From an optimization exercise on the open Yosys and OpenROAD flow, aimed at small area; shortcuts taken in it are not production practice.
In this exercise RTL edits were held to simulation tests only and were not proved equivalent to the original.

==> flow/design.v <==
module decryption_regfile (
    input             clk,
    input             rst_n,
    input      [7:0]  addr,
    input             read,
    input             write,
    input      [15:0] wdata,
    output reg [15:0] rdata,
    output reg        done,
    output reg        error,
    output reg [1:0]  select,
    output reg [15:0] caesar_key,
    output reg [15:0] scytale_key,
    output reg [15:0] zigzag_key
);
    wire a_sel = (addr == 8'h00);
    wire a_cae = (addr == 8'h10);
    wire a_scy = (addr == 8'h12);
    wire a_zig = (addr == 8'h14);
    wire a_ok  = a_sel | a_cae | a_scy | a_zig;
    reg acc;    
    reg err;    
    always @(posedge clk or negedge rst_n) begin
        if (!rst_n) begin
            select      <= 2'b00;
            caesar_key  <= 16'h0000;
            scytale_key <= 16'hFFFF;
            zigzag_key  <= 16'h0002;
            rdata       <= 16'h0000;
            done        <= 1'b0;
            error       <= 1'b0;
            acc         <= 1'b0;
            err         <= 1'b0;
        end else begin
            done  <= acc | err;
            if (!acc) error <= err;
            acc <= a_ok & (read | write);
            err <= ~a_ok;
            if (write) begin
                if (a_sel) select      <= wdata[1:0];
                if (a_cae) caesar_key  <= wdata;
                if (a_scy) scytale_key <= wdata;
                if (a_zig) zigzag_key  <= wdata;
            end else if (read & a_ok) begin
                rdata <= ({16{a_sel}} & {14'b0, select})
                       | ({16{a_cae}} & caesar_key)
                       | ({16{a_scy}} & scytale_key)
                       | ({16{a_zig}} & zigzag_key);
            end
        end
    end
endmodule
module decryption_top #(
    parameter addr_witdth = 8,
    parameter reg_width   = 16,
    parameter MST_DWIDTH  = 32,
    parameter SYS_DWIDTH  = 8
)(
    input                       clk_sys,
    input                       rst_n,
    input  [MST_DWIDTH-1:0]     data_i,
    input                       valid_i,
    output reg                  busy,
    output reg [SYS_DWIDTH-1:0] data_o,
    output                      valid_o,
    input  [addr_witdth-1:0]    addr,
    input                       read,
    input                       write,
    input  [reg_width-1:0]      wdata,
    output [reg_width-1:0]      rdata,
    output                      done,
    output                      error
);
    wire [1:0]  select;
    wire [15:0] caesar_key, scytale_key, zigzag_key;
    decryption_regfile r (
        .clk(clk_sys), .rst_n(rst_n), .addr(addr), .read(read), .write(write),
        .wdata(wdata), .rdata(rdata), .done(done), .error(error), .select(select),
        .caesar_key(caesar_key), .scytale_key(scytale_key), .zigzag_key(zigzag_key));
    assign valid_o = |data_o;
    wire sel_c = (select == 2'd0);
    wire sel_s = (select == 2'd1);
    wire sel_z = (select == 2'd2);
    reg [7:0]  st [0:48];
    reg        act;         
    reg        rx;          
    reg [5:0]  n;           
    reg [5:0]  k;           
    reg [5:0]  ra;          
    reg [5:0]  z;           
    wire       k_neg = k[5] & k[4] & k[3] & k[2];
    wire       n_ge5 = ~((n[5:3] == 3'b000) & (n[2:0] != 3'd0) & (n[2:0] <= 3'd4));
    wire [5:0] t     = k;
    wire       wr   = valid_i & (~act | (n[1:0] == 2'b00));
    wire       wr_l = wr & (~act | ~(n[5] & n[4]) | sel_c);
    integer s;
    always @(posedge clk_sys) begin
        for (s = 4; s < 49; s = s + 1) st[s] <= st[s-1];
        st[3] <= wr   ? data_i[31:24] : st[2];
        st[2] <= wr_l ? data_i[23:16] : st[1];
        st[1] <= wr_l ? data_i[15:8]  : st[0];
        st[0] <= wr_l ? data_i[7:0]   : st[48];
    end
    wire       z3   = zigzag_key[0];
    wire [5:0] L1   = n - 6'd1;                       
    wire [5:0] h2   = {1'b0, n[5:1]};                 
    wire [5:0] a3   = {2'b00, n[5:2]} + {5'b0, n[1]};  
    wire [5:0] ab3  = L1 - {2'b00, n[5:2]};           
    wire [5:0] zoff = (t[0] | ~z3) ? {1'b0, t[5:1]} : {2'b00, t[5:2]};
    wire [5:0] zbas = t[0] ? (z3 ? a3 : h2) : ((z3 & t[1]) ? ab3 : 6'd0);
    wire [5:0] zidx = zbas + zoff;
    wire [5:0] N    = scytale_key[13:8];
    wire [6:0] s1   = {1'b0, ra} + {1'b0, N};
    wire [6:0] s2   = s1 + 7'd2 - {1'b0, n};          
    wire       wrap = ~s2[6] & (s2 != 7'd0);
    wire [5:0] ridx = sel_s ? ra : zidx;
    wire [6:0] sd   = {1'b0, z} - {1'b0, ridx};
    wire [5:0] sdm  = sd[6] ? sd[5:0] + 6'd49 : sd[5:0];
    wire [7:0] rbyte = st[sdm];
    wire [7:0] cbyte = st[7] - caesar_key[7:0];
    always @(posedge clk_sys or negedge rst_n) begin
        if (!rst_n) begin
            act    <= 1'b0;
            rx     <= 1'b0;
            busy   <= 1'b0;
            data_o <= 8'h00;
        end else if (!act) begin
            if (valid_i) begin
                act <= 1'b1;
                rx  <= 1'b1;
            end
        end else begin
            if (rx & ~valid_i) rx <= 1'b0;
            if (sel_c) begin
                if (~rx & ~k_neg) begin
                    data_o <= 8'h00;
                    act    <= 1'b0;
                end else if (rx ? n_ge5 : 1'b1) begin
                    data_o <= cbyte;
                end
            end else if (!rx) begin
                if (k == 6'd62) busy <= 1'b1;
                if (!k_neg) begin
                    if (busy) begin
                        data_o <= rbyte;
                        if (t == n - 6'd2) busy <= 1'b0;
                    end else begin
                        data_o <= 8'h00;
                        act    <= 1'b0;
                    end
                end
            end
        end
    end
    always @(posedge clk_sys) begin
        if (!act) begin
            n <= 6'd1;
            k <= 6'd60;
            z <= 6'd3;
        end else begin
            if (valid_i) n <= n + 6'd1;
            if (rx) k <= 6'd60;
            else k <= k + 6'd1;
            z <= (z == 6'd48) ? 6'd0 : z + 6'd1;
        end
        if (k_neg) ra <= 6'd0;
        else if (busy) ra <= wrap ? s2[5:0] : s1[5:0];
    end
endmodule
export LEC_CHECK = 0
export CAP_MARGIN = 20
export CORE_MARGIN = 2
export CORE_UTILIZATION = 50
export SLEW_MARGIN = 20
create_clock -name core_clock -period 10.0 [get_ports {clk_sys}]
standard.sh (not shown) runs the stock make flow with config.mk's settings and CLKGATE_MAP_FILE= SYNTH_SCRIPT=/design/flow/synth_recipe.tcl, a recipe that flattens the netlist after the stock synthesis.
==> flow/flow/run.sh <==
#!/bin/bash
# Layout flow: the standard ORFS flow, with two changes.
#  - Synthesis is the standard synthesis (same script, same registers), but the
#    combinational logic is mapped by ABC with an area-oriented script
#    (flow/area.abc) instead of ORFS's speed script.
#  - Port buffers use buf_1 and CTS uses small clock buffers without dummy loads.
# Each tool's output goes to the ORFS logs under orfs/logs; make's own output
# goes to flow_make.log here.
set -euo pipefail
W=$(pwd)

# synthesis core: ORFS synth.tcl with the ABC script swapped
sed -e "s#^\(\s*\)log_cmd abc {\*}\$abc_args#\1set abc_args [lreplace \$abc_args 1 1 $W/flow/area.abc]\n\1log_cmd abc {*}\$abc_args#" \
    "$FLOW_HOME/scripts/synth.tcl" > "$W/flow_synth_core.tcl"
grep -q "flow/area.abc" "$W/flow_synth_core.tcl"
sed -e "s#^source \$::env(SCRIPTS_DIR)/synth.tcl#source $W/flow_synth_core.tcl#" \
    "$W/synth_recipe.tcl" > "$W/flow_synth.tcl"
grep -q "flow_synth_core.tcl" "$W/flow_synth.tcl"

# standard.sh with the synthesis script replaced
sed -e "s#SYNTH_SCRIPT=[^ ]*#SYNTH_SCRIPT=$W/flow_synth.tcl#" "$W/standard.sh" > "$W/flow_standard.sh"
grep -q "flow_synth.tcl" "$W/flow_standard.sh"

export BUFFER_PORTS_ARGS="-buffer_cell sky130_fd_sc_hd__buf_1"
export SYNTH_OPERATIONS_ARGS="-nofsm"
export ADDER_MAP_FILE=""
export CTS_ARGS="-sink_clustering_enable -repair_clock_nets -dont_use_dummy_load -buf_list {sky130_fd_sc_hd__clkbuf_4} -sink_clustering_size 10 -sink_clustering_max_diameter 40"

bash "$W/flow_standard.sh" "${@:-finish}" > "$W/flow_make.log" 2>&1
==> flow/flow/area.abc <==
strash
ifraig
scorr
dc2
strash
&get -n
&st
&dch -f
&nf -R 1000
&put
Next try:
--- a/flow/design.v
+++ b/flow/design.v
@@ -87,5 +87,4 @@
     reg [5:0]  n;           
     reg [5:0]  k;           
-    reg [5:0]  ra;          
     reg [5:0]  z;           
     wire       k_neg = k[5] & k[4] & k[3] & k[2];
@@ -111,8 +110,8 @@
     wire [5:0] zidx = zbas + zoff;
     wire [5:0] N    = scytale_key[13:8];
-    wire [6:0] s1   = {1'b0, ra} + {1'b0, N};
+    wire [6:0] s1   = {1'b0, k} + {1'b0, N};
     wire [6:0] s2   = s1 + 7'd2 - {1'b0, n};          
     wire       wrap = ~s2[6] & (s2 != 7'd0);
-    wire [5:0] ridx = sel_s ? ra : zidx;
+    wire [5:0] ridx = sel_s ? k : zidx;
     wire [6:0] sd   = {1'b0, z} - {1'b0, ridx};
     wire [5:0] sdm  = sd[6] ? sd[5:0] + 6'd49 : sd[5:0];
@@ -161,9 +160,8 @@
             if (valid_i) n <= n + 6'd1;
             if (rx) k <= 6'd60;
+            else if (sel_s & ~k_neg) k <= wrap ? s2[5:0] : s1[5:0];
             else k <= k + 6'd1;
             z <= (z == 6'd48) ? 6'd0 : z + 6'd1;
         end
-        if (k_neg) ra <= 6'd0;
-        else if (busy) ra <= wrap ? s2[5:0] : s1[5:0];
     end
 endmodule
Outcome: Non-clock buffer count drops by 6. Area after synthesis is about the same. Utilization fell by 0.13 points. Design area drops by 0.49%.

-- what the ideal ports hide --
The flow's constraints put no driver on any port. The routed layouts listed below were extracted and timed again, unchanged, in two steps.
Step 1, drivers: a clkbuf_16 drives clk_sys and a buf_2 each remaining input, both assumed.
Step 2 moves the port delays by t, midway between the first and last clock arrival at a register: inputs arrive t later, outputs are due t later. That takes back most of the time a late clock gives input paths.
Three values: no drivers, after step 1, after step 2; two values: the first two.
run	t (ns)	setup slack, ns	latest minus earliest clock arrival (ns)	worst slew at a driven data input, ns	cell pins on the clock port's net
the first run	0.768	2.194 / 2.194 / 2.194	0.095 / 0.094	0.05	1
the second run	0.731	2.289 / 2.289 / 2.289	0.085 / 0.086	0.06	1
After both steps setup and hold are still met in every run listed.
